This design comes from an exercise in tuning for small area on the open sky130 flow, not from production work. Only simulation tests tie the RTL to the original design; equivalence was not proved. The clock input has no modelled driver; a real chip could not lean on it and would need a root buffer or a full tree. Power is estimated from default activity; no workload was simulated.

==> flow/constraint.sdc <==
create_clock -name core_clock -period 3.0 [get_ports {clk}]
set_input_delay 0.6000 -clock core_clock [delete_from_list [all_inputs] [get_ports {clk}]]
set_output_delay 0.6000 -clock core_clock [all_outputs]
set_load 0.01 [all_outputs]
==> flow/design.v <==
module Convolution_pipeline(
    clk,
    rst_n,
    in_valid,
    In_IFM_1,
    In_IFM_2,
    In_IFM_3,
    In_IFM_4,
    In_Weight_1,
    In_Weight_2,
    In_Weight_3,
    In_Weight_4,
    Out_OFM
    );
input clk, rst_n;
input in_valid;
input [3:0] In_IFM_1;
input [3:0] In_IFM_2;
input [3:0] In_IFM_3;
input [3:0] In_IFM_4;
input [3:0] In_Weight_1;
input [3:0] In_Weight_2;
input [3:0] In_Weight_3;
input [3:0] In_Weight_4;
output [11:0] Out_OFM;
wire pp1_00, pp1_01, pp1_02, pp1_03, pp1_10, pp1_11, pp1_12, pp1_13, pp1_20, pp1_21, pp1_22, pp1_23, pp1_30, pp1_31, pp1_32, pp1_33, pp2_00, pp2_01, pp2_02, pp2_03, pp2_10, pp2_11, pp2_12, pp2_13, pp2_20, pp2_21, pp2_22, pp2_23, pp2_30, pp2_31, pp2_32, pp2_33, pp3_00, pp3_01, pp3_02, pp3_03, pp3_10, pp3_11, pp3_12, pp3_13, pp3_20, pp3_21, pp3_22, pp3_23, pp3_30, pp3_31, pp3_32, pp3_33, pp4_00, pp4_01, pp4_02, pp4_03, pp4_10, pp4_11, pp4_12, pp4_13, pp4_20, pp4_21, pp4_22, pp4_23, pp4_30, pp4_31, pp4_32, pp4_33, fs1, fc2, fs3, fc4, fs5, fc6, fs7, fc8, fs9, fc10, fs11, fc12, fs13, fc14, fs15, fc16, fs17, fc18, fs19, fc20, fs21, fc22, fs23, fc24, fs25, fc26, fs27, fc28, fs29, fc30, fs31, fc32, fs33, fc34, fs35, fc36, fs37, fc38, fs39, fc40, fs41, fc42, fs43, fc44, fs45, fc46, fs47, fc48, fs49, fc50, fs51, fc52, fs53, fc54, fs55, fc56, fs57, fc58, fs59, fc60, fs61, fc62, fs63, fc64, fs65, fc66, fs67, fc68, fs69, fc70, fs71, fc72, fs73, fc74, fs75, fc76, fs77, fc78, fs79, fc80, fs81, fc82, fs83, fc84, fs85, fc86, fs87, fc88, fs89, fc90, x91, cn92, x93, cn94, x95, x96, cn97, fs98, fc99, fs100, fc101, fs102, fc103, fs104, fc105, fs106, fc107, fs108, fc109, x110, cn111, x112, cn113, x114, cn115, x116, cn117, x118, x119, cn120, x121, x122, cn123;
assign pp1_00 = ~(In_IFM_1[0] & In_Weight_1[0]);
assign pp1_01 = ~(In_IFM_1[0] & In_Weight_1[1]);
assign pp1_02 = ~(In_IFM_1[0] & In_Weight_1[2]);
assign pp1_03 = ~(In_IFM_1[0] & In_Weight_1[3]);
assign pp1_10 = ~(In_IFM_1[1] & In_Weight_1[0]);
assign pp1_11 = ~(In_IFM_1[1] & In_Weight_1[1]);
assign pp1_12 = ~(In_IFM_1[1] & In_Weight_1[2]);
assign pp1_13 = ~(In_IFM_1[1] & In_Weight_1[3]);
assign pp1_20 = ~(In_IFM_1[2] & In_Weight_1[0]);
assign pp1_21 = ~(In_IFM_1[2] & In_Weight_1[1]);
assign pp1_22 = ~(In_IFM_1[2] & In_Weight_1[2]);
assign pp1_23 = ~(In_IFM_1[2] & In_Weight_1[3]);
assign pp1_30 = ~(In_IFM_1[3] & In_Weight_1[0]);
assign pp1_31 = ~(In_IFM_1[3] & In_Weight_1[1]);
assign pp1_32 = ~(In_IFM_1[3] & In_Weight_1[2]);
assign pp1_33 = ~(In_IFM_1[3] & In_Weight_1[3]);
assign pp2_00 = ~(In_IFM_2[0] & In_Weight_2[0]);
assign pp2_01 = ~(In_IFM_2[0] & In_Weight_2[1]);
assign pp2_02 = ~(In_IFM_2[0] & In_Weight_2[2]);
assign pp2_03 = ~(In_IFM_2[0] & In_Weight_2[3]);
assign pp2_10 = ~(In_IFM_2[1] & In_Weight_2[0]);
assign pp2_11 = ~(In_IFM_2[1] & In_Weight_2[1]);
assign pp2_12 = ~(In_IFM_2[1] & In_Weight_2[2]);
assign pp2_13 = ~(In_IFM_2[1] & In_Weight_2[3]);
assign pp2_20 = ~(In_IFM_2[2] & In_Weight_2[0]);
assign pp2_21 = ~(In_IFM_2[2] & In_Weight_2[1]);
assign pp2_22 = ~(In_IFM_2[2] & In_Weight_2[2]);
assign pp2_23 = ~(In_IFM_2[2] & In_Weight_2[3]);
assign pp2_30 = ~(In_IFM_2[3] & In_Weight_2[0]);
assign pp2_31 = ~(In_IFM_2[3] & In_Weight_2[1]);
assign pp2_32 = ~(In_IFM_2[3] & In_Weight_2[2]);
assign pp2_33 = ~(In_IFM_2[3] & In_Weight_2[3]);
assign pp3_00 = ~(In_IFM_3[0] & In_Weight_3[0]);
assign pp3_01 = ~(In_IFM_3[0] & In_Weight_3[1]);
assign pp3_02 = ~(In_IFM_3[0] & In_Weight_3[2]);
assign pp3_03 = ~(In_IFM_3[0] & In_Weight_3[3]);
assign pp3_10 = ~(In_IFM_3[1] & In_Weight_3[0]);
assign pp3_11 = ~(In_IFM_3[1] & In_Weight_3[1]);
assign pp3_12 = ~(In_IFM_3[1] & In_Weight_3[2]);
assign pp3_13 = ~(In_IFM_3[1] & In_Weight_3[3]);
assign pp3_20 = ~(In_IFM_3[2] & In_Weight_3[0]);
assign pp3_21 = ~(In_IFM_3[2] & In_Weight_3[1]);
assign pp3_22 = ~(In_IFM_3[2] & In_Weight_3[2]);
assign pp3_23 = ~(In_IFM_3[2] & In_Weight_3[3]);
assign pp3_30 = ~(In_IFM_3[3] & In_Weight_3[0]);
assign pp3_31 = ~(In_IFM_3[3] & In_Weight_3[1]);
assign pp3_32 = ~(In_IFM_3[3] & In_Weight_3[2]);
assign pp3_33 = ~(In_IFM_3[3] & In_Weight_3[3]);
assign pp4_00 = ~(In_IFM_4[0] & In_Weight_4[0]);
assign pp4_01 = ~(In_IFM_4[0] & In_Weight_4[1]);
assign pp4_02 = ~(In_IFM_4[0] & In_Weight_4[2]);
assign pp4_03 = ~(In_IFM_4[0] & In_Weight_4[3]);
assign pp4_10 = ~(In_IFM_4[1] & In_Weight_4[0]);
assign pp4_11 = ~(In_IFM_4[1] & In_Weight_4[1]);
assign pp4_12 = ~(In_IFM_4[1] & In_Weight_4[2]);
assign pp4_13 = ~(In_IFM_4[1] & In_Weight_4[3]);
assign pp4_20 = ~(In_IFM_4[2] & In_Weight_4[0]);
assign pp4_21 = ~(In_IFM_4[2] & In_Weight_4[1]);
assign pp4_22 = ~(In_IFM_4[2] & In_Weight_4[2]);
assign pp4_23 = ~(In_IFM_4[2] & In_Weight_4[3]);
assign pp4_30 = ~(In_IFM_4[3] & In_Weight_4[0]);
assign pp4_31 = ~(In_IFM_4[3] & In_Weight_4[1]);
assign pp4_32 = ~(In_IFM_4[3] & In_Weight_4[2]);
assign pp4_33 = ~(In_IFM_4[3] & In_Weight_4[3]);
Conv_fa u_fs1 (.a(pp1_00), .b(pp2_00), .c(pp3_00), .s(fs1), .co(fc2));
Conv_fa u_fs3 (.a(pp1_01), .b(pp1_10), .c(pp2_01), .s(fs3), .co(fc4));
Conv_fa u_fs5 (.a(pp2_10), .b(pp3_01), .c(pp3_10), .s(fs5), .co(fc6));
Conv_fa u_fs7 (.a(pp1_02), .b(pp1_11), .c(pp1_20), .s(fs7), .co(fc8));
Conv_fa u_fs9 (.a(pp2_02), .b(pp2_11), .c(pp2_20), .s(fs9), .co(fc10));
Conv_fa u_fs11 (.a(pp3_02), .b(pp3_11), .c(pp3_20), .s(fs11), .co(fc12));
Conv_fa u_fs13 (.a(pp4_02), .b(pp4_11), .c(pp4_20), .s(fs13), .co(fc14));
Conv_fa u_fs15 (.a(pp1_03), .b(pp1_12), .c(pp1_21), .s(fs15), .co(fc16));
Conv_fa u_fs17 (.a(pp1_30), .b(pp2_03), .c(pp2_12), .s(fs17), .co(fc18));
Conv_fa u_fs19 (.a(pp2_21), .b(pp2_30), .c(pp3_03), .s(fs19), .co(fc20));
Conv_fa u_fs21 (.a(pp3_12), .b(pp3_21), .c(pp3_30), .s(fs21), .co(fc22));
Conv_fa u_fs23 (.a(pp4_03), .b(pp4_12), .c(pp4_21), .s(fs23), .co(fc24));
Conv_fa u_fs25 (.a(pp1_13), .b(pp1_22), .c(pp1_31), .s(fs25), .co(fc26));
Conv_fa u_fs27 (.a(pp2_13), .b(pp2_22), .c(pp2_31), .s(fs27), .co(fc28));
Conv_fa u_fs29 (.a(pp3_13), .b(pp3_22), .c(pp3_31), .s(fs29), .co(fc30));
Conv_fa u_fs31 (.a(pp4_13), .b(pp4_22), .c(pp4_31), .s(fs31), .co(fc32));
Conv_fa u_fs33 (.a(pp1_23), .b(pp1_32), .c(pp2_23), .s(fs33), .co(fc34));
Conv_fa u_fs35 (.a(pp2_32), .b(pp3_23), .c(pp3_32), .s(fs35), .co(fc36));
Conv_fa u_fs37 (.a(pp1_33), .b(pp2_33), .c(pp3_33), .s(fs37), .co(fc38));
Conv_fa u_fs39 (.a(pp4_01), .b(pp4_10), .c(fc2), .s(fs39), .co(fc40));
Conv_fa u_fs41 (.a(pp4_30), .b(fc10), .c(fc12), .s(fs41), .co(fc42));
Conv_fa u_fs43 (.a(fc16), .b(fc18), .c(fc20), .s(fs43), .co(fc44));
Conv_fa u_fs45 (.a(pp4_23), .b(pp4_32), .c(fc26), .s(fs45), .co(fc46));
Conv_fa u_fs47 (.a(fc28), .b(fc30), .c(fc32), .s(fs47), .co(fc48));
Conv_fa u_fs49 (.a(pp4_33), .b(fc34), .c(fc36), .s(fs49), .co(fc50));
Conv_fa u_fs51 (.a(fc4), .b(fc6), .c(fs11), .s(fs51), .co(fc52));
Conv_fa u_fs53 (.a(fs13), .b(fs7), .c(fs9), .s(fs53), .co(fc54));
Conv_fa u_fs55 (.a(fc14), .b(fc8), .c(fs15), .s(fs55), .co(fc56));
Conv_fa u_fs57 (.a(fs17), .b(fs19), .c(fs21), .s(fs57), .co(fc58));
Conv_fa u_fs59 (.a(fc22), .b(fc24), .c(fs25), .s(fs59), .co(fc60));
Conv_fa u_fs61 (.a(fs27), .b(fs29), .c(fs31), .s(fs61), .co(fc62));
Conv_fa u_fs63 (.a(fs33), .b(fs35), .c(fc44), .s(fs63), .co(fc64));
Conv_fa u_fs65 (.a(fs37), .b(fc46), .c(fc48), .s(fs65), .co(fc66));
Conv_fa u_fs67 (.a(fs23), .b(fc52), .c(fc54), .s(fs67), .co(fc68));
Conv_fa u_fs69 (.a(fc42), .b(fc56), .c(fc58), .s(fs69), .co(fc70));
Conv_fa u_fs71 (.a(fs3), .b(fs5), .c(fs39), .s(fs71), .co(fc72));
Conv_fa u_fs73 (.a(fc60), .b(fc62), .c(fs45), .s(fs73), .co(fc74));
Conv_fa u_fs75 (.a(fc40), .b(fs51), .c(fs53), .s(fs75), .co(fc76));
Conv_fa u_fs77 (.a(fs41), .b(fs55), .c(fs57), .s(fs77), .co(fc78));
Conv_fa u_fs79 (.a(fs43), .b(fs59), .c(fs61), .s(fs79), .co(fc80));
Conv_fa u_fs81 (.a(fc38), .b(fc50), .c(fc66), .s(fs81), .co(fc82));
Conv_fa u_fs83 (.a(fs47), .b(fc70), .c(fs63), .s(fs83), .co(fc84));
Conv_fa u_fs85 (.a(fs49), .b(fc64), .c(fc74), .s(fs85), .co(fc86));
Conv_fa u_fs87 (.a(fc68), .b(fc78), .c(fs69), .s(fs87), .co(fc88));
Conv_fa u_fs89 (.a(fc76), .b(fs67), .c(fs77), .s(fs89), .co(fc90));
Conv_xor u_x91 (.a(pp4_00), .b(fs1), .y(x91));
Conv_or u_cn92 (.a(pp4_00), .b(fs1), .y(cn92));
Conv_xor u_x93 (.a(fs71), .b(cn92), .y(x93));
Conv_or u_cn94 (.a(fs71), .b(cn92), .y(cn94));
Conv_xor u_x95 (.a(fc72), .b(fs75), .y(x95));
Conv_xor u_x96 (.a(x95), .b(cn94), .y(x96));
assign cn97 = (fc72 & fs75) | (cn94 & (fc72 | fs75));
Conv_fa u_fs98 (.a(r1[5]), .b(r1[6]), .c(r1[7]), .s(fs98), .co(fc99));
Conv_fa u_fs100 (.a(r1[10]), .b(r1[11]), .c(r1[8]), .s(fs100), .co(fc101));
Conv_fa u_fs102 (.a(r1[9]), .b(fc99), .c(fs100), .s(fs102), .co(fc103));
Conv_fa u_fs104 (.a(r1[12]), .b(r1[13]), .c(r1[14]), .s(fs104), .co(fc105));
Conv_fa u_fs106 (.a(fc101), .b(fs104), .c(fc103), .s(fs106), .co(fc107));
Conv_fa u_fs108 (.a(r1[15]), .b(r1[16]), .c(fc105), .s(fs108), .co(fc109));
Conv_xor u_x110 (.a(r1[3]), .b(r1[4]), .y(x110));
Conv_or u_cn111 (.a(r1[3]), .b(r1[4]), .y(cn111));
Conv_xor u_x112 (.a(fs98), .b(cn111), .y(x112));
Conv_or u_cn113 (.a(fs98), .b(cn111), .y(cn113));
Conv_xor u_x114 (.a(fs102), .b(cn113), .y(x114));
Conv_or u_cn115 (.a(fs102), .b(cn113), .y(cn115));
Conv_xor u_x116 (.a(fs106), .b(cn115), .y(x116));
Conv_or u_cn117 (.a(fs106), .b(cn115), .y(cn117));
Conv_xor u_x118 (.a(fc107), .b(fs108), .y(x118));
Conv_xor u_x119 (.a(x118), .b(cn117), .y(x119));
assign cn120 = (fc107 & fs108) | (cn117 & (fc107 | fs108));
Conv_xor u_x121 (.a(r1[17]), .b(fc109), .y(x121));
Conv_xor u_x122 (.a(x121), .b(cn120), .y(x122));
assign cn123 = (r1[17] & fc109) | (cn120 & (r1[17] | fc109));
reg [17:0] r1;
reg [9:0] s2, s3;
always @(posedge clk) begin
    if (in_valid) begin
        r1[0] <= x91;
        r1[1] <= x93;
        r1[2] <= x96;
        r1[3] <= fs89;
        r1[4] <= cn97;
        r1[5] <= fs79;
        r1[6] <= fs87;
        r1[7] <= fc90;
        r1[8] <= fc80;
        r1[9] <= fs73;
        r1[10] <= fs83;
        r1[11] <= fc88;
        r1[12] <= fs65;
        r1[13] <= fc84;
        r1[14] <= fs85;
        r1[15] <= fs81;
        r1[16] <= fc86;
        r1[17] <= fc82;
        s2 <= {cn123, x122, x119, x116, x114, x112, x110, r1[2], r1[1], r1[0]};
        s3 <= s2;
    end
end
reg [1:0] cnt;
always @(posedge clk or negedge rst_n) begin
    if (!rst_n)
        cnt <= 2'b00;
    else if (in_valid)
        cnt <= {cnt[1] | cnt[0], ~cnt[1]};
end
reg [9:0] ofm;
wire [9:0] ofm_d;
wire ofm_en = in_valid && cnt == 2'b10;
wire ofm_en_n = ~ofm_en;
Conv_hold u_hold0 (.en(ofm_en), .en_n(ofm_en_n), .d(s3[0]), .q(ofm[0]), .y(ofm_d[0]));
Conv_hold u_hold1 (.en(ofm_en), .en_n(ofm_en_n), .d(s3[1]), .q(ofm[1]), .y(ofm_d[1]));
Conv_holdn u_hold2 (.en_n(ofm_en_n), .d(s3[2]), .q(ofm[2]), .y(ofm_d[2]));
Conv_hold u_hold3 (.en(ofm_en), .en_n(ofm_en_n), .d(s3[3]), .q(ofm[3]), .y(ofm_d[3]));
Conv_hold u_hold4 (.en(ofm_en), .en_n(ofm_en_n), .d(s3[4]), .q(ofm[4]), .y(ofm_d[4]));
Conv_hold u_hold5 (.en(ofm_en), .en_n(ofm_en_n), .d(s3[5]), .q(ofm[5]), .y(ofm_d[5]));
Conv_hold u_hold6 (.en(ofm_en), .en_n(ofm_en_n), .d(s3[6]), .q(ofm[6]), .y(ofm_d[6]));
Conv_holdn u_hold7 (.en_n(ofm_en_n), .d(s3[7]), .q(ofm[7]), .y(ofm_d[7]));
Conv_holdn u_hold8 (.en_n(ofm_en_n), .d(s3[8]), .q(ofm[8]), .y(ofm_d[8]));
Conv_holdn u_hold9 (.en_n(ofm_en_n), .d(s3[9]), .q(ofm[9]), .y(ofm_d[9]));
always @(posedge clk or negedge rst_n) begin
    if (!rst_n)
        ofm <= 10'd0;
    else
        ofm <= ofm_d;
end
assign Out_OFM = {2'b00, ofm};
endmodule
module Conv_fa(a, b, c, s, co);
input a, b, c;
output s, co;
assign s = a ^ b ^ c;
assign co = (a & b) | (c & (a ^ b));
endmodule
module Conv_hold(en, en_n, d, q, y);
input en, en_n, d, q;
output y;
assign y = (en & d) | (en_n & q);
endmodule
module Conv_holdn(en_n, d, q, y);
input en_n, d, q;
output y;
assign y = (~en_n & ~d) | (en_n & q);
endmodule
module Conv_or(a, b, y);
input a, b;
output y;
assign y = a | b;
endmodule
module Conv_xor(a, b, y);
input a, b;
output y;
assign y = a ^ b;
endmodule
==> flow/flow/run.sh <==
#!/bin/bash
# The standard layout (the standard.sh), with two changes:
#  - the port buffers are buf_1 cells (the default picks a 10 um2 delay buffer)
#  - CTS inserts no dummy clock loads
export BUFFER_PORTS_ARGS="-buffer_cell sky130_fd_sc_hd__buf_1"
export CTS_ARGS="-sink_clustering_enable -repair_clock_nets -dont_use_dummy_load"
bash standard.sh > standard.log 2>&1
==> flow/standard.sh <==
#!/bin/bash
# synth_recipe.tcl (not shown) runs the flow's synth.tcl, then flattens the netlist and writes it again
# the make line also repeats each setting of config.mk as NAME=value (left out here)
make -C /OpenROAD-flow-scripts/flow DESIGN_CONFIG=/design/flow/config.mk WORK_HOME=/design/flow/orfs CLKGATE_MAP_FILE= SYNTH_SCRIPT=/design/flow/synth_recipe.tcl "${@:-finish}"
==> flow/config.mk <==
export PLATFORM = sky130hd
export DESIGN_NAME = Convolution_pipeline
export DESIGN_NICKNAME = Convolution_pipeline
export VERILOG_FILES = /design/flow/design.v
export SDC_FILE = /design/flow/constraint.sdc
export NUM_CORES = 4
export LEC_CHECK = 0
export CAP_MARGIN = 0
export CORE_MARGIN = 2
export CORE_UTILIZATION = 60
export GPL_TIMING_DRIVEN = 0
export PLACE_DENSITY = 0.7
export SLEW_MARGIN = 0
export SYNTH_HIERARCHICAL = 1
export SYNTH_MINIMUM_KEEP_SIZE = 0
==> results of run 1 <==
## worst register-to-register path, cell delays in order (launching register included)
cell	delay (ps)
edfxtp_1	400
fa_1	510
fa_2	350
fa_1	470
or2_1	260
maj3_2	340
maj3_2	300
## logic make-up (layout without fill, tap and decap cells)
family / count (synthesis) / count (layout) / synth area share
DFF: 50 / 50 / 0.478
other: 1 / 2 / 0.00124
adders and majority gates: 54 / 54 / 0.350
buffers and inverters: 2 / 51 / 0.00498
AOI/OAI and AO/OA: 12 / 12 / 0.0291
xor gates and xnor gates: 12 / 12 / 0.0349
and+or+nand+nor: 77 / 77 / 0.102
## worst paths after layout
path	from	to	slack (ps)	depth (start not counted)
worst max-delay path	r1[10]	s2[9]	130	6
worst min-delay path	rst_n	ofm[7]	290	1
worst max register to register	r1[10]	s2[9]	130	6
max in group asynchronous	rst_n	ofm[5]	2320	1
worst min register to register	s3[2]	ofm[2]	400	1
min in group core_clock	s3[2]	ofm[2]	400	1
## stage by stage
step / setup TNS, ps / instances
after floorplan: 0 / 209
after global placement: -1910 / 320
after detailed placement: -354 / 320
after CTS: 0 / 325
after global routing: 0 / 325
final: 0 / 325
## synth_stat cells (2+ instances only)
master	instances
nand2_1	69
a22o_1	6
xor2_1	12
maj3_2	2
dfrtp_1	12
or2_1	6
buf_4	2
o21ai_1	4
fa_1	51
edfxtp_1	38
## modules after synthesis (local to each module, per instance)
| module | cells inside | flops+latches | copies in the design | cell area, sq um |
|---|---|---|---|---|
| Conv_hold | 1 | 0 | 6 | 8.76 |
| Conv_xor | 1 | 0 | 12 | 8.76 |
| Convolution_pipeline | 125 | 50 | 1 | 1760 |
| Conv_holdn | 2 | 0 | 4 | 8.76 |
| Conv_fa | 1 | 0 | 51 | 20.0 |
| Conv_or | 1 | 0 | 6 | 6.26 |
## power groups by stage
stage | clock network [mW] | logic [mW] | registers, mW
2_1_floorplan | 0 | 0.611 | 1.16
3_3_place_gp | 0 | 0.797 | 1.15
3_5_place_dp | 0 | 0.846 | 1.16
4_1_cts | 0.345 | 0.851 | 1.14
5_1_grt | 0.364 | 0.962 | 1.17
6_report | 0.329 | 0.839 | 1.14
## registers in the layout, indices dropped and copies added, names as in the netlist
register / flops
s2: 10
ofm: 10
cnt: 2
r1: 18
s3: 10
## per-layer routing
metal,track usage,up-vias,part of all wire
met5,0,-,0
met4,0.0754,0,0.0083
met3,0.0295,4,0.050
met2,0.340,63,0.54
met1,0.236,852,0.40
li1,-,782,-
## cell usage in the layout, fill, tap and decap left out
master	Yosys	routed
a21o_1	1	1
or2_1	6	6
a22o_1	6	6
fa_2	0	1
clkbuf_8	0	5
conb_1	1	2
maj3_1	1	1
o21a_1	1	1
xor2_1	12	12
o21ai_1	4	4
nor2_1	1	1
fa_1	51	50
edfxtp_1	38	38
buf_1	0	43
maj3_2	2	2
dfrtp_1	12	12
buf_2	0	1
nand2_1	69	69
buf_4	2	2
or2_2	1	1
## final cells by class
type	count	area (sq um)	share of cell area
well taps	67	83.8	0.0251
clock buffers	5	68.8	0.0206
multi-input cells	157	1560	0.468
plain buffers	2	15.0	0.00450
flip-flops and latches	50	1440	0.432
repair buffers	44	166	0.0499
## timing repair
item | 4_1_cts | 5_1_grt
hold buffers | 0 | 0
resized for setup | 0 | 1
setup endpoints to repair | 0 | 1
==> impl_metrics.py, run 1 <==
metrics = {
    "final_layout": {
        "drive_gt1_frac": 0.0465,
        "area_delta_synth_final_pct": 10.8,
        "antenna_cells": 0,
        "num-nets-final": 346,
        "fin_util": 0.698,
        "design_area_sq_um": 3340,
        "fillCellCount": 342,
    },
    "pwr": {
        "seq_power_share": 0.494,
        "powerDensity_nw_per_um2": 692,
        "power.leakage_nw": 1.15,
        "p_switching_mw": 0.693,
        "p_int_mw": 1.62,
        "power_mw": 2.31,
        "clockPowerShare": 0.142,
        "p_comb_frac": 0.363,
        "ir_drop_v": 0.000299,
        "p_sw_frac": 0.300,
    },
    "cts": {
        "post_cts_buffers": 0,
        "cts_tree": "yes",
        "numCtsBuffers": 5,
        "cts_buffer_depth": 2,
        "clkTransAtPathRegs_ps": 80,
        "worstSkewPairLatency_ps": 290,
        "htreeDepth": 2,
        "root_buffer": "clkbuf_8",
        "clock_sinks": 50,
    },
    "critical_path": {
        "critPathMaxStageDelay_ps": 510,
        "cp_max_fo": 2,
        "slowest_stage": "fa_1",
        "cp_top_family": "adder cells",
        "crit_chain": "fa_1 -> fa_2 -> fa_1 -> or2_1 -> maj3_2 -> maj3_2",
        "arrival_ps": 2920,
        "critPathBufInv": 0,
        "critPathRequiredTime_ps": 3050,
        "worst-setup-path-type": "flip-flop to flip-flop",
        "cp-end-kind": "flip-flop",
        "startpoint_type": "flip-flop",
    },
    "place": {
        "port_buffers": 44,
        "place_ws_ps": -123,
        "gp_congestion": 0.873,
        "dpl.hpwl_um": 3920,
        "placedInstanceArea_sq_um": 3270,
    },
    "global_route": {
        "antenna_found_initial": 0,
        "grt_util_all_layers": 0.191,
        "grt_pass1_wl_um": 7650,
        "grt_pass1_vias": 1726,
        "grt_max_degree": 42,
        "grt.overflow.total": 0,
    },
    "floorplanning": {
        "core_area_sq_um": 4790,
        "fp.dieArea_sq_um": 5600,
        "die_w_um": 74.9,
        "die_y_um": 74.9,
        "ios": 47,
        "row_count": 25,
        "start_util": 0.630,
    },
    "synthesis": {
        "synth_area_sq_um": 3010,
        "synth_area_leader_cell": "edfxtp_1",
        "ys_types": 16,
        "synth.top_cells.by_area": "edfxtp_1 38%, fa_1 34%, dfrtp_1 10%",
        "seq_area_frac_synth": 0.478,
        "synthFlopType": "edfxtp_1",
        "synth_top_area_frac": 0.379,
        "avgSynthCellArea_sq_um": 14.5,
        "ys_ff_latch": 50,
        "synth_cells": 208,
        "synth-edff-count": 38,
        "synthArstFlopShare": 0.240,
        "yosysWarnings": 7,
    },
    "drt": {
        "avgRoutedWirePerCell_um": 14.4,
        "dr.pass1.iters": 4,
        "via_count": 1701,
        "wirelength_um": 4690,
        "vias_per_cell": 5.23,
        "drc": 0,
        "ant_nets": 0,
        "initialDrtViolationCount": 107,
    },
    "sta": {
        "rsz0062_at_grt": "false",
        "timing.fmax_mhz": 348,
        "drv_slew": 0,
        "fin_crit_ps": 2870,
        "finalHoldViolations": 0,
        "setup_viol": 0,
        "worst_slack_ps": 128,
        "slew_headroom": 0.430,
        "hold_ws_ps": 288,
        "worst_pin_slew_ps": 855,
        "skew_ps": 12.9,
        "timing.final.crit_share": 0.957,
    },
    "status": {
        "outcome": "no timing/DRC/antenna violations",
    },
    "hold_path": {
        "hp-class": "primary input to asynchronous set/reset pin",
    },
    "job": {
        "maxCapViolCount": 0,
    },
}
==> run 2: changes to the inputs <==
==> flow/flow/run.sh (replaced) <==
#!/bin/bash
# The standard layout (the standard.sh), with three changes:
#  - the port buffers are buf_1 cells (the default picks a 10 um2 delay buffer)
#  - CTS inserts no dummy clock loads
#  - after CTS, regroup_clock.tcl drives the clock pins from three of CTS's
#    four leaf buffers instead of four (same tree depth)
export BUFFER_PORTS_ARGS="-buffer_cell sky130_fd_sc_hd__buf_1"
export CTS_ARGS="-sink_clustering_enable -repair_clock_nets -dont_use_dummy_load"
export POST_CTS_TCL="$PWD/flow/regroup_clock.tcl"
export CLOCK_LEAVES=3
bash standard.sh > standard.log 2>&1
==> flow/flow/regroup_clock.tcl (new file) <==
# Rebuild the leaf level of the clock tree that CTS made: the clock pins are
# split into CLOCK_LEAVES groups by position (k-means), each driven by one of
# CTS's own leaf buffers moved to the middle of its group; the leaf buffers
# left over are removed.  No clock pin changes its depth in the tree.
set block [ord::get_db_block]
set nleaf $::env(CLOCK_LEAVES)
set root [$block findInst clkbuf_0_clk]
set rootnet [[$root findITerm X] getNet]
set leaves {}
foreach it [$rootnet getITerms] {
  set inst [$it getInst]
  if {$inst != $root && [string match "*clkbuf*" [[$inst getMaster] getName]]} { lappend leaves $inst }
}
if {[llength $leaves] <= $nleaf} {
  puts "clock regroup: [llength $leaves] leaf buffers, nothing to do"
  return
}
# clock pins and their positions
set sinks {}
foreach leaf $leaves {
  foreach it [[[$leaf findITerm X] getNet] getITerms] {
    if {[$it getInst] == $leaf} { continue }
    set bb [[$it getInst] getBBox]
    lappend sinks [list $it [expr {([$bb xMin]+[$bb xMax])/2.0}] [expr {([$bb yMin]+[$bb yMax])/2.0}]]
  }
}
puts "clock regroup: [llength $sinks] clock pins, [llength $leaves] leaf buffers -> $nleaf"
# k-means, seeded by the sinks sorted along x
set srt [lsort -real -index 1 $sinks]
set n [llength $srt]
set cx {}; set cy {}
for {set k 0} {$k < $nleaf} {incr k} {
  set s [lindex $srt [expr {int(($k+0.5)*$n/$nleaf)}]]
  lappend cx [lindex $s 1]; lappend cy [lindex $s 2]
}
for {set iter 0} {$iter < 50} {incr iter} {
  set asg {}
  foreach s $sinks {
    set best 0; set bd 1e30
    for {set k 0} {$k < $nleaf} {incr k} {
      set d [expr {abs([lindex $s 1]-[lindex $cx $k]) + abs([lindex $s 2]-[lindex $cy $k])}]
      if {$d < $bd} { set bd $d; set best $k }
    }
    lappend asg $best
  }
  # balance: cap each group at ceil(n/nleaf)+1 by moving farthest members
  set ncx {}; set ncy {}
  for {set k 0} {$k < $nleaf} {incr k} {
    set sx 0; set sy 0; set c 0
    foreach s $sinks a $asg { if {$a == $k} { set sx [expr {$sx+[lindex $s 1]}]; set sy [expr {$sy+[lindex $s 2]}]; incr c } }
    if {$c > 0} { lappend ncx [expr {$sx/$c}]; lappend ncy [expr {$sy/$c}] } else { lappend ncx [lindex $cx $k]; lappend ncy [lindex $cy $k] }
  }
  set cx $ncx; set cy $ncy
}
set counts {}
for {set k 0} {$k < $nleaf} {incr k} { set c 0; foreach a $asg { if {$a == $k} { incr c } }; lappend counts $c }
puts "clock regroup: group sizes $counts"
# drop the extra leaf buffers
foreach leaf [lrange $leaves $nleaf end] {
  set onet [[$leaf findITerm X] getNet]
  foreach it [$onet getITerms] { $it disconnect }
  [$leaf findITerm A] disconnect
  odb::dbInst_destroy $leaf
  odb::dbNet_destroy $onet
}
set leaves [lrange $leaves 0 [expr {$nleaf-1}]]
# reconnect the clock pins and move the leaf buffers
foreach s $sinks { [lindex $s 0] disconnect }
for {set k 0} {$k < $nleaf} {incr k} {
  set leaf [lindex $leaves $k]
  set onet [[$leaf findITerm X] getNet]
  foreach s $sinks a $asg { if {$a == $k} { [lindex $s 0] connect $onet } }
  set bb [$leaf getBBox]
  $leaf setLocation [expr {int([lindex $cx $k] - ([$bb xMax]-[$bb xMin])/2)}] [expr {int([lindex $cy $k])}]
  $leaf setPlacementStatus PLACED
}
if {[info exists ::env(CLOCK_ROOT_CELL)]} { replace_cell [get_cells [$root getName]] $::env(CLOCK_ROOT_CELL) }
detailed_placement
estimate_parasitics -placement
==> impl_metrics.py, run 2 <==
metrics = {
    "synthesis": {
        "yosysWarnings": 7,
        "synth_cells": 208,
        "synth.top_cells.by_area": "edfxtp_1 38%, fa_1 34%, dfrtp_1 10%",
        "synth-edff-count": 38,
        "synth_common_cells": "69 x nand2_1, 51 x fa_1, 38 x edfxtp_1",
        "avgSynthCellArea_sq_um": 14.5,
        "synth_top_area_frac": 0.379,
        "synth_area_sq_um": 3010,
        "synthArstFlopShare": 0.240,
        "synthFlopType": "edfxtp_1",
        "ys_types": 16,
        "synth_most_common_cell": "nand2_1",
        "ys_ff_latch": 50,
        "synth_area_leader_cell": "edfxtp_1",
        "seq_area_frac_synth": 0.478,
    },
    "hold_path": {
        "hp-class": "primary input to asynchronous set/reset pin",
    },
    "sta": {
        "finalHoldViolations": 0,
        "slew_headroom": 0.424,
        "worst_pin_slew_ps": 863,
        "timing.fmax_mhz": 347,
        "drv_slew": 0,
        "timing.final.crit_share": 0.960,
        "rsz0062_at_grt": "false",
        "fin_crit_ps": 2880,
        "setup_viol": 0,
        "hold_ws_ps": 272,
        "skew_ps": 24.1,
    },
    "global_route": {
        "grt_util_all_layers": 0.194,
        "antenna_found_initial": 0,
        "grt.overflow.total": 0,
        "grt_max_degree": 42,
        "grt_pass1_wl_um": 7730,
        "grt_pass1_vias": 1730,
    },
    "final_layout": {
        "num-nets-final": 345,
        "area_delta_synth_final_pct": 10.3,
        "design_area_sq_um": 3320,
        "antenna_cells": 0,
        "final_cell_mix": "69 x nand2_1, 50 x fa_1, 43 x buf_1, 38 x edfxtp_1",
        "fin_util": 0.695,
        "final_common_cell": "nand2_1",
        "drive_gt1_frac": 0.0428,
        "largest_reg_flops": 18,
        "largest-register": "r1",
        "fillCellCount": 344,
    },
    "place": {
        "dpl.hpwl_um": 3920,
        "gp_congestion": 0.873,
        "port_buffers": 44,
        "placedInstanceArea_sq_um": 3270,
    },
    "floorplanning": {
        "start_util": 0.630,
        "core_area_sq_um": 4790,
        "row_count": 25,
        "die_y_um": 74.9,
        "die_w_um": 74.9,
        "ios": 47,
        "fp.dieArea_sq_um": 5600,
    },
    "cts": {
        "clock_sinks": 50,
        "worstSkewPairLatency_ps": 300,
        "clkTransAtPathRegs_ps": 100,
    },
    "critical_path": {
        "critPathMaxStageDelay_ps": 510,
        "critPathRequiredTime_ps": 3070,
        "worst-setup-path-type": "flip-flop to flip-flop",
        "ff2ff_path_depth": 6,
        "arrival_ps": 2950,
        "startpoint_type": "flip-flop",
        "crit_chain": "fa_1 -> fa_2 -> fa_1 -> or2_1 -> maj3_2 -> maj3_2",
        "crit_cells": 6,
        "cp-end-kind": "flip-flop",
        "cp_max_fo": 2,
        "critPathBufInv": 0,
        "slowest_stage": "fa_1",
        "cp_top_family": "adder cells",
    },
    "drt": {
        "drc": 0,
        "dr.pass1.iters": 4,
        "initialDrtViolationCount": 109,
        "wirelength_um": 4720,
        "via_count": 1709,
        "ant_nets": 0,
        "vias_per_cell": 5.27,
        "avgRoutedWirePerCell_um": 14.6,
    },
    "pwr": {
        "power.leakage_nw": 1.14,
        "powerDensity_nw_per_um2": 685,
        "power_mw": 2.28,
        "ir_drop_v": 0.000306,
    },
    "status": {
        "outcome": "no timing/DRC/antenna violations",
    },
    "job": {
        "maxCapViolCount": 0,
    },
}
run 2: cell types whose count changed in the layout (fill, tap and decap cells not counted):
cell	previous run	this run
clkbuf_8	5	4
run 2: report_power, final:
part	leakage (nW)	switching (mW)	total [mW]	internal [mW]
clock network	0.0288	0.177	0.298	0.121
logic	0.597	0.440	0.839	0.399
registers	0.517	0.0748	1.14	1.07
total	1.14	0.691	2.28	1.59
run 2: final timing paths:
kind | slack (ps) | end | start
worst min-delay path | 270 | ofm[2] | rst_n
worst max-delay path | 120 | s2[9] | r1[10]
min in group core_clock | 420 | ofm[7] | s3[7]
worst max register to register | 120 | s2[9] | r1[10]
max in group asynchronous | 2310 | ofm[9] | rst_n
worst min register to register | 420 | ofm[7] | s3[7]
run 2: area by class of cell:
class,count,area [sq um],share of cell area
Multi-Input combinational cell,157,1560,0.470
Sequential cell,50,1440,0.434
Timing Repair Buffer,44,166,0.0501
Tap cell,67,83.8,0.0252
Clock buffer,4,55.1,0.0166
Buffer,2,15.0,0.00452
run 2: routing by layer:
metal,routed length (um),vias up,part of all wire,track usage
met5,0,-,0,0
met4,88,0,0.019,0.0813
met3,204,8,0.043,0.0295
met2,2490,60,0.53,0.340
met1,1940,859,0.41,0.241
li1,-,782,-,-
run 2: per-stage QoR:
stage / std cells / worst slack [ps] / TNS (ps)
2_1_floorplan: 209 / 143 / 0
3_3_place_gp: 320 / -199 / -1910
3_5_place_dp: 320 / -123 / -354
5_1_grt: 324 / 23.3 / 0
6_report: 324 / 120 / 0
run 2: kinds of logic (layout without fill, tap and decap cells):
kind of cell | count (synthesis) | after routing | share of synthesized area
AO/OA/AOI/OAI | 12 | 12 | 0.0291
XOR/XNOR | 12 | 12 | 0.0349
adder cells (fa/ha/maj) | 54 | 54 | 0.350
buffers and inverters | 2 | 50 | 0.00498
flip-flops | 50 | 50 | 0.478
other | 1 | 2 | 0.00124
AND/OR/NAND/NOR | 77 | 77 | 0.102
run 2: Yosys stat by module (local to each module, per instance):
module,area [sq um],copies in the design
Conv_xor,8.76,12
Convolution_pipeline,1760,1
Conv_fa,20.0,51
Conv_hold,8.76,6
Conv_or,6.26,6
Conv_holdn,8.76,4
==> run 3: changes to the inputs <==
==> flow/flow/run.sh (replaced) <==
#!/bin/bash
# The standard layout (the standard.sh), with these changes:
#  - the port buffers are buf_1 cells (the default picks a 10 um2 delay buffer)
#  - CTS inserts no dummy clock loads
#  - after CTS (post_cts.tcl): regroup_clock.tcl drives the clock pins from
#    three of CTS's four leaf buffers (same tree depth), and tiebuf.tcl makes
#    the buffers between tie cells and output ports buf_1
export BUFFER_PORTS_ARGS="-buffer_cell sky130_fd_sc_hd__buf_1"
export CTS_ARGS="-sink_clustering_enable -repair_clock_nets -dont_use_dummy_load"
export POST_CTS_TCL="$PWD/flow/post_cts.tcl"
export CLOCK_LEAVES=3
export TIE_BUF_CELL=sky130_fd_sc_hd__buf_1
bash standard.sh > standard.log 2>&1
==> flow/flow/post_cts.tcl (new file) <==
# Run after CTS (POST_CTS_TCL): regroup the clock tree's leaves, then shrink
# the buffers that drive constant output ports.
set flowdir [file dirname [info script]]
source [file join $flowdir regroup_clock.tcl]
source [file join $flowdir tiebuf.tcl]
--- a/flow/flow/regroup_clock.tcl
+++ b/flow/flow/regroup_clock.tcl
@@ -2,6 +2,7 @@
 # split into CLOCK_LEAVES groups by position (k-means), each driven by one of
 # CTS's own leaf buffers moved to the middle of its group; the leaf buffers
 # left over are removed.  No clock pin changes its depth in the tree.
+proc regroup_clock {} {
 set block [ord::get_db_block]
 set nleaf $::env(CLOCK_LEAVES)
 set root [$block findInst clkbuf_0_clk]
@@ -77,3 +78,5 @@
 if {[info exists ::env(CLOCK_ROOT_CELL)]} { replace_cell [get_cells [$root getName]] $::env(CLOCK_ROOT_CELL) }
 detailed_placement
 estimate_parasitics -placement
+}
+regroup_clock
==> flow/flow/tiebuf.tcl (new file) <==
# Buffers that only pass a tie cell's constant to an output port need no
# drive: make them TIE_BUF_CELL.
set block [ord::get_db_block]
foreach inst [$block getInsts] {
  set m [[$inst getMaster] getName]
  if {![string match "sky130_fd_sc_hd__buf_*" $m]} { continue }
  set a [$inst findITerm A]
  if {$a eq "NULL" || $a eq ""} { continue }
  set net [$a getNet]
  if {$net eq "NULL" || $net eq ""} { continue }
  set tie 0
  foreach it [$net getITerms] {
    if {[string match "sky130_fd_sc_hd__conb_*" [[[$it getInst] getMaster] getName]]} { set tie 1 }
  }
  if {$tie && $m ne $::env(TIE_BUF_CELL)} {
    puts "tie buffer [$inst getName]: $m -> $::env(TIE_BUF_CELL)"
    replace_cell [get_cells [$inst getName]] $::env(TIE_BUF_CELL)
  }
}
==> impl_metrics.py, run 3 <==
metrics = {
    "final_layout": {
        "fillCellCount": 348,
        "final_common_cell": "nand2_1",
        "final_cell_mix": "69 x nand2_1, 50 x fa_1, 45 x buf_1, 38 x edfxtp_1",
        "final_cells": 324,
        "num-nets-final": 345,
        "antenna_cells": 0,
        "drive_gt1_frac": 0.0350,
        "largest-register": "r1",
        "largest_reg_flops": 18,
        "area_delta_synth_final_pct": 10.1,
    },
    "sta": {
        "timing.fmax_mhz": 347,
        "skew_ps": 24.1,
        "hold_ws_ps": 272,
        "worst_pin_slew_ps": 863,
        "drv_slew": 0,
        "timing.final.crit_share": 0.960,
        "rsz0062_at_grt": "false",
        "setup_viol": 0,
        "finalHoldViolations": 0,
        "fin_crit_ps": 2880,
        "slew_headroom": 0.424,
    },
    "drt": {
        "drc": 0,
        "vias_per_cell": 5.27,
        "wirelength_um": 4720,
        "initialDrtViolationCount": 109,
        "avgRoutedWirePerCell_um": 14.6,
        "via_count": 1709,
        "ant_nets": 0,
        "dr.pass1.iters": 4,
    },
    "cts": {
        "clkTransAtPathRegs_ps": 100,
        "clock_sinks": 50,
        "worstSkewPairLatency_ps": 300,
    },
    "global_route": {
        "grt_pass1_vias": 1730,
        "grt_pass1_wl_um": 7730,
        "grt_util_all_layers": 0.194,
        "grt.overflow.total": 0,
        "grt_max_degree": 42,
        "antenna_found_initial": 0,
    },
    "floorplanning": {
        "start_util": 0.630,
        "row_count": 25,
        "ios": 47,
        "die_y_um": 74.9,
        "die_w_um": 74.9,
        "core_area_sq_um": 4790,
        "fp.dieArea_sq_um": 5600,
    },
    "pwr": {
        "ir_drop_v": 0.000306,
        "power_mw": 2.28,
        "powerDensity_nw_per_um2": 686,
        "power.leakage_nw": 1.13,
    },
    "place": {
        "placed_cells": 320,
        "gp_congestion": 0.873,
        "dpl.hpwl_um": 3920,
        "port_buffers": 44,
    },
    "synthesis": {
        "synthFlopType": "edfxtp_1",
        "seq_area_frac_synth": 0.478,
        "avgSynthCellArea_sq_um": 14.5,
        "yosysWarnings": 7,
        "synth_area_sq_um": 3010,
        "synth_cells": 208,
        "ys_types": 16,
        "synth_top_area_frac": 0.379,
        "synthArstFlopShare": 0.240,
        "synth_area_leader_cell": "edfxtp_1",
        "ys_ff_latch": 50,
        "synth.top_cells.by_area": "edfxtp_1 38%, fa_1 34%, dfrtp_1 10%",
        "synth_most_common_cell": "nand2_1",
        "synth-edff-count": 38,
        "synth_common_cells": "69 x nand2_1, 51 x fa_1, 38 x edfxtp_1",
    },
    "status": {
        "outcome": "no timing/DRC/antenna violations",
    },
    "job": {
        "maxCapViolCount": 0,
    },
    "critical_path": {
        "worst-setup-path-type": "flip-flop to flip-flop",
        "cp-end-kind": "flip-flop",
        "critPathRequiredTime_ps": 3070,
        "startpoint_type": "flip-flop",
        "arrival_ps": 2950,
        "cp_max_fo": 2,
    },
    "hold_path": {
        "hp-class": "primary input to asynchronous set/reset pin",
    },
}
[run 3: cell families (layout without fill, tap and decap cells)]
logic type,Yosys count,count (layout),share of synthesized area
AOI/OAI and AO/OA,12,12,0.0291
buffers and inverters,2,50,0.00498
adders and majority gates,54,54,0.350
xor gates and xnor gates,12,12,0.0349
DFF,50,50,0.478
other,1,2,0.00124
and+or+nand+nor,77,77,0.102
[run 3: cell type report]
| cell class | count | area [sq um] | share of cell area |
|---|---|---|---|
| plain buffers | 2 | 7.51 | 0.00226 |
| clock buffers | 4 | 55.1 | 0.0166 |
| flip-flops and latches | 50 | 1440 | 0.435 |
| well taps | 67 | 83.8 | 0.0253 |
| repair buffers | 44 | 166 | 0.0502 |
| multi-input cells | 157 | 1560 | 0.471 |
[run 3: critical path: stages (launching register included)]
cell and delay [ps]:
edfxtp_1 410, fa_1 510, fa_2 360, fa_1 470, or2_1 260, maj3_2 340, maj3_2 300
[run 3: final timing paths]
kind	startpoint	to	slack [ps]	cells past startpoint
min in group core_clock	s3[7]	ofm[7]	420	1
hold / removal	rst_n	ofm[2]	270	1
setup reg to reg	r1[10]	s2[9]	120	6
hold reg to reg	s3[7]	ofm[7]	420	1
setup / recovery	r1[10]	s2[9]	120	6
max in group asynchronous	rst_n	ofm[9]	2310	1
[run 3: modules after synthesis, one instance, submodules excluded]
module,copies in the design,flops+latches
Conv_xor,12,0
Conv_holdn,4,0
Convolution_pipeline,1,50
Conv_or,6,0
Conv_fa,51,0
Conv_hold,6,0
[run 3: layer usage]
metal / GRT usage / up-vias / share of wire
met1: 0.241 / 859 / 0.41
met4: 0.0813 / 0 / 0.019
met2: 0.340 / 60 / 0.53
met3: 0.0295 / 8 / 0.043
li1: - / 782 / -
met5: 0 / - / 0
[run 3: stage by stage]
stage | util | TNS [ps] | setup WS, ps | cell area, sq um
2_1_floorplan | - | 0 | 143 | 3020
3_3_place_gp | 0.682 | -1910 | -199 | 3270
3_5_place_dp | 0.683 | -354 | -123 | 3270
5_1_grt | 0.693 | 0 | 23.3 | 3320
6_report | 0.693 | 0 | 120 | 3320
[run 3: where the power goes]
group	leakage (nW)	internal, mW	switching, mW
registers	0.517	1.07	0.0748
logic	0.588	0.398	0.440
clock network	0.0288	0.121	0.177
==> run 4: changes to the inputs <==
--- a/flow/design.v
+++ b/flow/design.v
@@ -23,7 +23,7 @@
 input [3:0] In_Weight_3;
 input [3:0] In_Weight_4;
 output [11:0] Out_OFM;
-wire pp1_00, pp1_01, pp1_02, pp1_03, pp1_10, pp1_11, pp1_12, pp1_13, pp1_20, pp1_21, pp1_22, pp1_23, pp1_30, pp1_31, pp1_32, pp1_33, pp2_00, pp2_01, pp2_02, pp2_03, pp2_10, pp2_11, pp2_12, pp2_13, pp2_20, pp2_21, pp2_22, pp2_23, pp2_30, pp2_31, pp2_32, pp2_33, pp3_00, pp3_01, pp3_02, pp3_03, pp3_10, pp3_11, pp3_12, pp3_13, pp3_20, pp3_21, pp3_22, pp3_23, pp3_30, pp3_31, pp3_32, pp3_33, pp4_00, pp4_01, pp4_02, pp4_03, pp4_10, pp4_11, pp4_12, pp4_13, pp4_20, pp4_21, pp4_22, pp4_23, pp4_30, pp4_31, pp4_32, pp4_33, fs1, fc2, fs3, fc4, fs5, fc6, fs7, fc8, fs9, fc10, fs11, fc12, fs13, fc14, fs15, fc16, fs17, fc18, fs19, fc20, fs21, fc22, fs23, fc24, fs25, fc26, fs27, fc28, fs29, fc30, fs31, fc32, fs33, fc34, fs35, fc36, fs37, fc38, fs39, fc40, fs41, fc42, fs43, fc44, fs45, fc46, fs47, fc48, fs49, fc50, fs51, fc52, fs53, fc54, fs55, fc56, fs57, fc58, fs59, fc60, fs61, fc62, fs63, fc64, fs65, fc66, fs67, fc68, fs69, fc70, fs71, fc72, fs73, fc74, fs75, fc76, fs77, fc78, fs79, fc80, fs81, fc82, fs83, fc84, fs85, fc86, fs87, fc88, fs89, fc90, x91, cn92, x93, cn94, x95, x96, cn97, fs98, fc99, fs100, fc101, fs102, fc103, fs104, fc105, fs106, fc107, fs108, fc109, x110, cn111, x112, cn113, x114, cn115, x116, cn117, x118, x119, cn120, x121, x122, cn123;
+wire pp1_00, pp1_01, pp1_02, pp1_03, pp1_10, pp1_11, pp1_12, pp1_13, pp1_20, pp1_21, pp1_22, pp1_23, pp1_30, pp1_31, pp1_32, pp1_33, pp2_00, pp2_01, pp2_02, pp2_03, pp2_10, pp2_11, pp2_12, pp2_13, pp2_20, pp2_21, pp2_22, pp2_23, pp2_30, pp2_31, pp2_32, pp2_33, pp3_00, pp3_01, pp3_02, pp3_03, pp3_10, pp3_11, pp3_12, pp3_13, pp3_20, pp3_21, pp3_22, pp3_23, pp3_30, pp3_31, pp3_32, pp3_33, pp4_00, pp4_01, pp4_02, pp4_03, pp4_10, pp4_11, pp4_12, pp4_13, pp4_20, pp4_21, pp4_22, pp4_23, pp4_30, pp4_31, pp4_32, pp4_33, fs1, fc2, fs3, fc4, fs5, fc6, fs7, fc8, fs9, fc10, fs11, fc12, fs13, fc14, fs15, fc16, fs17, fc18, fs19, fc20, fs21, fc22, fs23, fc24, fs25, fc26, fs27, fc28, fs29, fc30, fs31, fc32, fs33, fc34, fs35, fc36, fs37, fc38, fs39, fc40, fs41, fc42, fs43, fc44, fs45, fc46, fs47, fc48, fs49, fc50, fs51, fc52, fs53, fc54, fs55, fc56, fs57, fc58, fs59, fc60, fs61, fc62, fs63, fc64, fs65, fc66, fs67, fc68, fs69, fc70, fs71, fc72, fs73, fc74, fs75, fc76, fs77, fc78, fs79, fc80, fs81, fc82, fs83, fc84, fs85, fc86, fs87, fc88, fs89, fc90, x91, x92, cn93, x94, cn95, x96, cn97, x98, x99, cn100, fs101, fc102, fs103, fc104, fs105, fc106, fs107, fc108, fs109, fc110, x111, cn112, x113, cn114, x115, cn116, x117, cn118, fs119, fc120, x121, x122, cn123;
 assign pp1_00 = ~(In_IFM_1[0] & In_Weight_1[0]);
 assign pp1_01 = ~(In_IFM_1[0] & In_Weight_1[1]);
 assign pp1_02 = ~(In_IFM_1[0] & In_Weight_1[2]);
@@ -133,56 +133,55 @@
 Conv_fa u_fs85 (.a(fs49), .b(fc64), .c(fc74), .s(fs85), .co(fc86));
 Conv_fa u_fs87 (.a(fc68), .b(fc78), .c(fs69), .s(fs87), .co(fc88));
 Conv_fa u_fs89 (.a(fc76), .b(fs67), .c(fs77), .s(fs89), .co(fc90));
-Conv_xor u_x91 (.a(pp4_00), .b(fs1), .y(x91));
-Conv_or u_cn92 (.a(pp4_00), .b(fs1), .y(cn92));
-Conv_xor u_x93 (.a(fs71), .b(cn92), .y(x93));
-Conv_or u_cn94 (.a(fs71), .b(cn92), .y(cn94));
-Conv_xor u_x95 (.a(fc72), .b(fs75), .y(x95));
-Conv_xor u_x96 (.a(x95), .b(cn94), .y(x96));
-assign cn97 = (fc72 & fs75) | (cn94 & (fc72 | fs75));
-Conv_fa u_fs98 (.a(r1[5]), .b(r1[6]), .c(r1[7]), .s(fs98), .co(fc99));
-Conv_fa u_fs100 (.a(r1[10]), .b(r1[11]), .c(r1[8]), .s(fs100), .co(fc101));
-Conv_fa u_fs102 (.a(r1[9]), .b(fc99), .c(fs100), .s(fs102), .co(fc103));
-Conv_fa u_fs104 (.a(r1[12]), .b(r1[13]), .c(r1[14]), .s(fs104), .co(fc105));
-Conv_fa u_fs106 (.a(fc101), .b(fs104), .c(fc103), .s(fs106), .co(fc107));
-Conv_fa u_fs108 (.a(r1[15]), .b(r1[16]), .c(fc105), .s(fs108), .co(fc109));
-Conv_xor u_x110 (.a(r1[3]), .b(r1[4]), .y(x110));
-Conv_or u_cn111 (.a(r1[3]), .b(r1[4]), .y(cn111));
-Conv_xor u_x112 (.a(fs98), .b(cn111), .y(x112));
-Conv_or u_cn113 (.a(fs98), .b(cn111), .y(cn113));
-Conv_xor u_x114 (.a(fs102), .b(cn113), .y(x114));
-Conv_or u_cn115 (.a(fs102), .b(cn113), .y(cn115));
-Conv_xor u_x116 (.a(fs106), .b(cn115), .y(x116));
-Conv_or u_cn117 (.a(fs106), .b(cn115), .y(cn117));
-Conv_xor u_x118 (.a(fc107), .b(fs108), .y(x118));
-Conv_xor u_x119 (.a(x118), .b(cn117), .y(x119));
-assign cn120 = (fc107 & fs108) | (cn117 & (fc107 | fs108));
-Conv_xor u_x121 (.a(r1[17]), .b(fc109), .y(x121));
-Conv_xor u_x122 (.a(x121), .b(cn120), .y(x122));
-assign cn123 = (r1[17] & fc109) | (cn120 & (r1[17] | fc109));
-reg [17:0] r1;
+Conv_xor u_x91 (.a(fc80), .b(fs73), .y(x91));
+Conv_xor u_x92 (.a(x91), .b(fc88), .y(x92));
+assign cn93 = (fc80 & fs73) | (fc88 & (fc80 | fs73));
+Conv_xor u_x94 (.a(pp4_00), .b(fs1), .y(x94));
+Conv_or u_cn95 (.a(pp4_00), .b(fs1), .y(cn95));
+Conv_xor u_x96 (.a(fs71), .b(cn95), .y(x96));
+Conv_or u_cn97 (.a(fs71), .b(cn95), .y(cn97));
+Conv_xor u_x98 (.a(fc72), .b(fs75), .y(x98));
+Conv_xor u_x99 (.a(x98), .b(cn97), .y(x99));
+assign cn100 = (fc72 & fs75) | (cn97 & (fc72 | fs75));
+Conv_fa u_fs101 (.a(r1[5]), .b(r1[6]), .c(r1[7]), .s(fs101), .co(fc102));
+Conv_fa u_fs103 (.a(r1[8]), .b(r1[9]), .c(fc102), .s(fs103), .co(fc104));
+Conv_fa u_fs105 (.a(r1[10]), .b(r1[11]), .c(r1[12]), .s(fs105), .co(fc106));
+Conv_fa u_fs107 (.a(r1[13]), .b(fs105), .c(fc104), .s(fs107), .co(fc108));
+Conv_fa u_fs109 (.a(r1[14]), .b(r1[15]), .c(fc106), .s(fs109), .co(fc110));
+Conv_xor u_x111 (.a(r1[3]), .b(r1[4]), .y(x111));
+Conv_or u_cn112 (.a(r1[3]), .b(r1[4]), .y(cn112));
+Conv_xor u_x113 (.a(fs101), .b(cn112), .y(x113));
+Conv_or u_cn114 (.a(fs101), .b(cn112), .y(cn114));
+Conv_xor u_x115 (.a(fs103), .b(cn114), .y(x115));
+Conv_or u_cn116 (.a(fs103), .b(cn114), .y(cn116));
+Conv_xor u_x117 (.a(fs107), .b(cn116), .y(x117));
+Conv_or u_cn118 (.a(fs107), .b(cn116), .y(cn118));
+Conv_fa u_fs119 (.a(fc108), .b(fs109), .c(cn118), .s(fs119), .co(fc120));
+Conv_xor u_x121 (.a(r1[16]), .b(fc110), .y(x121));
+Conv_xor u_x122 (.a(x121), .b(fc120), .y(x122));
+assign cn123 = (r1[16] & fc110) | (fc120 & (r1[16] | fc110));
+reg [16:0] r1;
 reg [9:0] s2, s3;
 always @(posedge clk) begin
     if (in_valid) begin
-        r1[0] <= x91;
-        r1[1] <= x93;
-        r1[2] <= x96;
+        r1[0] <= x94;
+        r1[1] <= x96;
+        r1[2] <= x99;
         r1[3] <= fs89;
-        r1[4] <= cn97;
+        r1[4] <= cn100;
         r1[5] <= fs79;
         r1[6] <= fs87;
         r1[7] <= fc90;
-        r1[8] <= fc80;
-        r1[9] <= fs73;
-        r1[10] <= fs83;
-        r1[11] <= fc88;
-        r1[12] <= fs65;
-        r1[13] <= fc84;
-        r1[14] <= fs85;
-        r1[15] <= fs81;
-        r1[16] <= fc86;
-        r1[17] <= fc82;
-        s2 <= {cn123, x122, x119, x116, x114, x112, x110, r1[2], r1[1], r1[0]};
+        r1[8] <= fs83;
+        r1[9] <= x92;
+        r1[10] <= fs65;
+        r1[11] <= fc84;
+        r1[12] <= fs85;
+        r1[13] <= cn93;
+        r1[14] <= fs81;
+        r1[15] <= fc86;
+        r1[16] <= fc82;
+        s2 <= {cn123, x122, fs119, x117, x115, x113, x111, r1[2], r1[1], r1[0]};
         s3 <= s2;
     end
 end
==> flow/flow/run.sh (replaced) <==
#!/bin/bash
# The standard layout (the standard.sh), with three changes:
#  - the port buffers are buf_1 cells (the default picks a 10 um2 delay buffer)
#  - CTS inserts no dummy clock loads
#  - after CTS, regroup_clock.tcl drives the clock pins from three of CTS's
#    four leaf buffers instead of four (same tree depth)
export BUFFER_PORTS_ARGS="-buffer_cell sky130_fd_sc_hd__buf_1"
export CTS_ARGS="-sink_clustering_enable -repair_clock_nets -dont_use_dummy_load"
export POST_CTS_TCL="$PWD/flow/regroup_clock.tcl"
export CLOCK_LEAVES=3
bash standard.sh > standard.log 2>&1
--- a/flow/flow/regroup_clock.tcl
+++ b/flow/flow/regroup_clock.tcl
@@ -2,7 +2,6 @@
 # split into CLOCK_LEAVES groups by position (k-means), each driven by one of
 # CTS's own leaf buffers moved to the middle of its group; the leaf buffers
 # left over are removed.  No clock pin changes its depth in the tree.
-proc regroup_clock {} {
 set block [ord::get_db_block]
 set nleaf $::env(CLOCK_LEAVES)
 set root [$block findInst clkbuf_0_clk]
@@ -11,10 +10,6 @@
 foreach it [$rootnet getITerms] {
   set inst [$it getInst]
   if {$inst != $root && [string match "*clkbuf*" [[$inst getMaster] getName]]} { lappend leaves $inst }
-}
-if {[llength $leaves] <= $nleaf} {
-  puts "clock regroup: [llength $leaves] leaf buffers, nothing to do"
-  return
 }
 # clock pins and their positions
 set sinks {}
@@ -78,5 +73,3 @@
 if {[info exists ::env(CLOCK_ROOT_CELL)]} { replace_cell [get_cells [$root getName]] $::env(CLOCK_ROOT_CELL) }
 detailed_placement
 estimate_parasitics -placement
-}
-regroup_clock
removed: flow/flow/post_cts.tcl
removed: flow/flow/tiebuf.tcl
==> impl_metrics.py, run 4 <==
metrics = {
    "status": {
        "outcome": "no timing/DRC/antenna violations",
    },
    "critical_path": {
        "cp-startpoint": "In_Weight_1[3]",
        "regToRegSetupSlack_ps": 130,
        "critPathMaxStageDelay_ps": 570,
        "critPathRequiredTime_ps": 3050,
        "r2r-start": "r1[5]",
        "startpoint_type": "primary input",
        "crit_chain": "buf_1 -> nand2_1 -> fa_1 -> fa_1 -> fa_1 -> fa_2 -> maj3_2",
        "ff2ff_path_depth": 6,
        "reg2reg_to": "s2[9]",
        "slowest_stage": "fa_1",
        "critPathMostFrequentCell": "fa_1",
        "arrival_ps": 3010,
        "cp_max_fo": 4,
        "cp-end-kind": "flip-flop",
        "worst-setup-path-type": "primary input to flip-flop",
    },
    "floorplanning": {
        "start_util": 0.628,
        "row_count": 25,
        "die_y_um": 74.6,
        "die_w_um": 74.6,
        "core_area_sq_um": 4750,
        "fp.dieArea_sq_um": 5560,
        "ios": 47,
    },
    "pwr": {
        "power_mw": 2.24,
        "power.leakage_nw": 1.16,
        "ir_drop_v": 0.000318,
        "powerDensity_nw_per_um2": 676,
    },
    "synthesis": {
        "synth_most_common_cell": "nand2_1",
        "synth-edff-count": 37,
        "ys_types": 16,
        "synth_cells": 207,
        "synthArstFlopShare": 0.245,
        "synth_common_cells": "68 x nand2_1, 51 x fa_1, 37 x edfxtp_1",
        "yosysWarnings": 7,
        "synthFlopType": "edfxtp_1",
        "seq_area_frac_synth": 0.472,
        "avgSynthCellArea_sq_um": 14.4,
        "synth.top_cells.by_area": "edfxtp_1 37%, fa_1 34%, dfrtp_1 10%",
        "synth_top_area_frac": 0.372,
        "synth_area_sq_um": 2990,
        "ys_ff_latch": 49,
        "synth_area_leader_cell": "edfxtp_1",
    },
    "final_layout": {
        "area_delta_synth_final_pct": 10.8,
        "final_cells": 323,
        "largest_reg_flops": 17,
        "design_area_sq_um": 3310,
        "drive_gt1_frac": 0.0742,
        "antenna_cells": 0,
        "largest-register": "r1",
        "final_common_cell": "nand2_1",
        "final_cell_mix": "68 x nand2_1, 49 x fa_1, 37 x edfxtp_1, 36 x buf_1",
        "num-nets-final": 344,
        "fin_util": 0.696,
    },
    "global_route": {
        "grt_pass1_vias": 1631,
        "antenna_found_initial": 0,
        "grt.overflow.total": 0,
        "grt_pass1_wl_um": 7550,
        "grt_util_all_layers": 0.194,
        "grt_max_degree": 42,
    },
    "sta": {
        "fin_crit_ps": 2960,
        "setup_viol": 0,
        "timing.final.crit_share": 0.986,
        "timing.fmax_mhz": 338,
        "drv_slew": 0,
        "finalHoldViolations": 0,
        "hold_ws_ps": 274,
        "worst_pin_slew_ps": 856,
        "rsz0062_at_grt": "false",
        "slew_headroom": 0.429,
        "tns_ps": 0,
        "skew_ps": 12.7,
        "worst_slack_ps": 42.9,
    },
    "place": {
        "port_buffers": 44,
        "placedInstanceArea_sq_um": 3240,
        "dpl.hpwl_um": 3960,
        "placed_cells": 319,
        "place_ws_ps": -306,
        "gp_congestion": 0.888,
    },
    "drt": {
        "dr.pass1.iters": 4,
        "via_count": 1682,
        "initialDrtViolationCount": 114,
        "drc": 0,
        "avgRoutedWirePerCell_um": 14.5,
        "ant_nets": 0,
        "vias_per_cell": 5.21,
        "wirelength_um": 4690,
    },
    "cts": {
        "clkTransAtPathRegs_ps": 100,
        "clock_sinks": 49,
        "worstSkewPairLatency_ps": 300,
    },
    "job": {
        "maxCapViolCount": 0,
    },
    "hold_path": {
        "hp-class": "primary input to asynchronous set/reset pin",
    },
}
-- run 4: cell types whose count changed after synthesis, sizes merged --
cell / previous run / this run
and3: 0 / 1
edfxtp: 38 / 37
inv: 0 / 1
mux2i: 0 / 1
nand2: 69 / 68
nand3: 0 / 1
nor2: 1 / 0
o21a: 1 / 0
or2: 7 / 6
-- run 4: how the worst max path moves through the flow --
stage,to,cells after the start,slack [ps]
finish,r1[13],7,40
global route,r1[13],7,0.1
detailed placement,r1[13],7,-310
global placement,ofm[4],3,-570
floorplan,r1[13],6,4
-- run 4: final cells by class --
cell class,instances,area (sq um)
tap,67,83.8
timing repair buffer,44,175
sequential,49,1410
clock buffer,4,55.1
multi-input combinational,156,1570
inverter,1,3.75
fill,360,1440
buffer,2,15.0
-- run 4: cells by family after synthesis --
kind of cell,count (synthesis),share of synthesized area
buffers and inverters,3,0.00628
other,1,0.00126
xor gates and xnor gates,12,0.0352
adders and majority gates,54,0.353
AOI/OAI and AO/OA,11,0.0268
and+or+nand+nor,76,0.102
muxes,1,0.00335
DFF,49,0.472
-- run 4: routing by layer --
metal / vias up / global-route usage / part of all wire
met5: - / 0 / 0
met4: 0 / 0.0655 / 0.0098
met3: 4 / 0.0420 / 0.052
met2: 59 / 0.339 / 0.53
met1: 839 / 0.242 / 0.40
li1: 780 / - / -
-- run 4: worst max-delay path: cells and delay by family --
family | cells | cell delay, ps
fa+ha+maj | 5 | 2140
simple gates | 1 | 100
buf+inv | 1 | 160
-- run 4: modules after synthesis (local to each module, per instance) --
module	copies in the design	flip-flops and latches	area [sq um]
Conv_fa	51	0	20.0
Conv_hold	6	0	8.76
Conv_holdn	4	0	8.76
Conv_or	6	0	6.26
Conv_xor	12	0	8.76
Convolution_pipeline	1	49	1740
-- run 4: power breakdown --
part           leakage (nW)  internal [mW]  total (mW)  switching (mW)
registers             0.508           1.05        1.13          0.0752
logic                 0.621          0.392       0.815           0.423
clock network        0.0288          0.121       0.298           0.177

separate check: timing with driven ports:
No port has a modelled driver above. Below, the same layouts with a new extraction and two added sets of constraints.
Step 1, drivers: a clkbuf_16 drives clk and a buf_2 each remaining input, both assumed.
Step 2, shift: input delay + t, output delay - t, t = (earliest + latest rising clock arrival at the registers) / 2. This alone moves slack from input paths to output paths.
a / b / c = no drivers / after step 1 / after step 2; a / b = the first two.
| run | shift t [ns] | setup slack, ns | worst hold slack (ns) | worst slew at a driven data input, ns | pins driven straight from the clock port |
|---|---|---|---|---|---|
| run 1 | 0.308 | 0.128 / 0.128 / -0.148 | 0.288 / 0.286 / 0.402 | 0.04 | 1 |
| run 2 | 0.317 | 0.120 / 0.120 / -0.126 | 0.272 / 0.271 / 0.419 | 0.04 | 1 |
| run 3 | 0.317 | 0.120 / 0.120 / -0.126 | 0.272 / 0.271 / 0.419 | 0.04 | 1 |
| run 4 | 0.322 | 0.043 / 0.046 / -0.276 | 0.274 / 0.275 / 0.405 | 0.03 | 1 |
Met with ideal ports but missed after step 2: setup timing in every run listed. For run 4, which loses most, drivers alone change the setup slack by +0.003 ns; drivers and shift together by -0.319 ns.
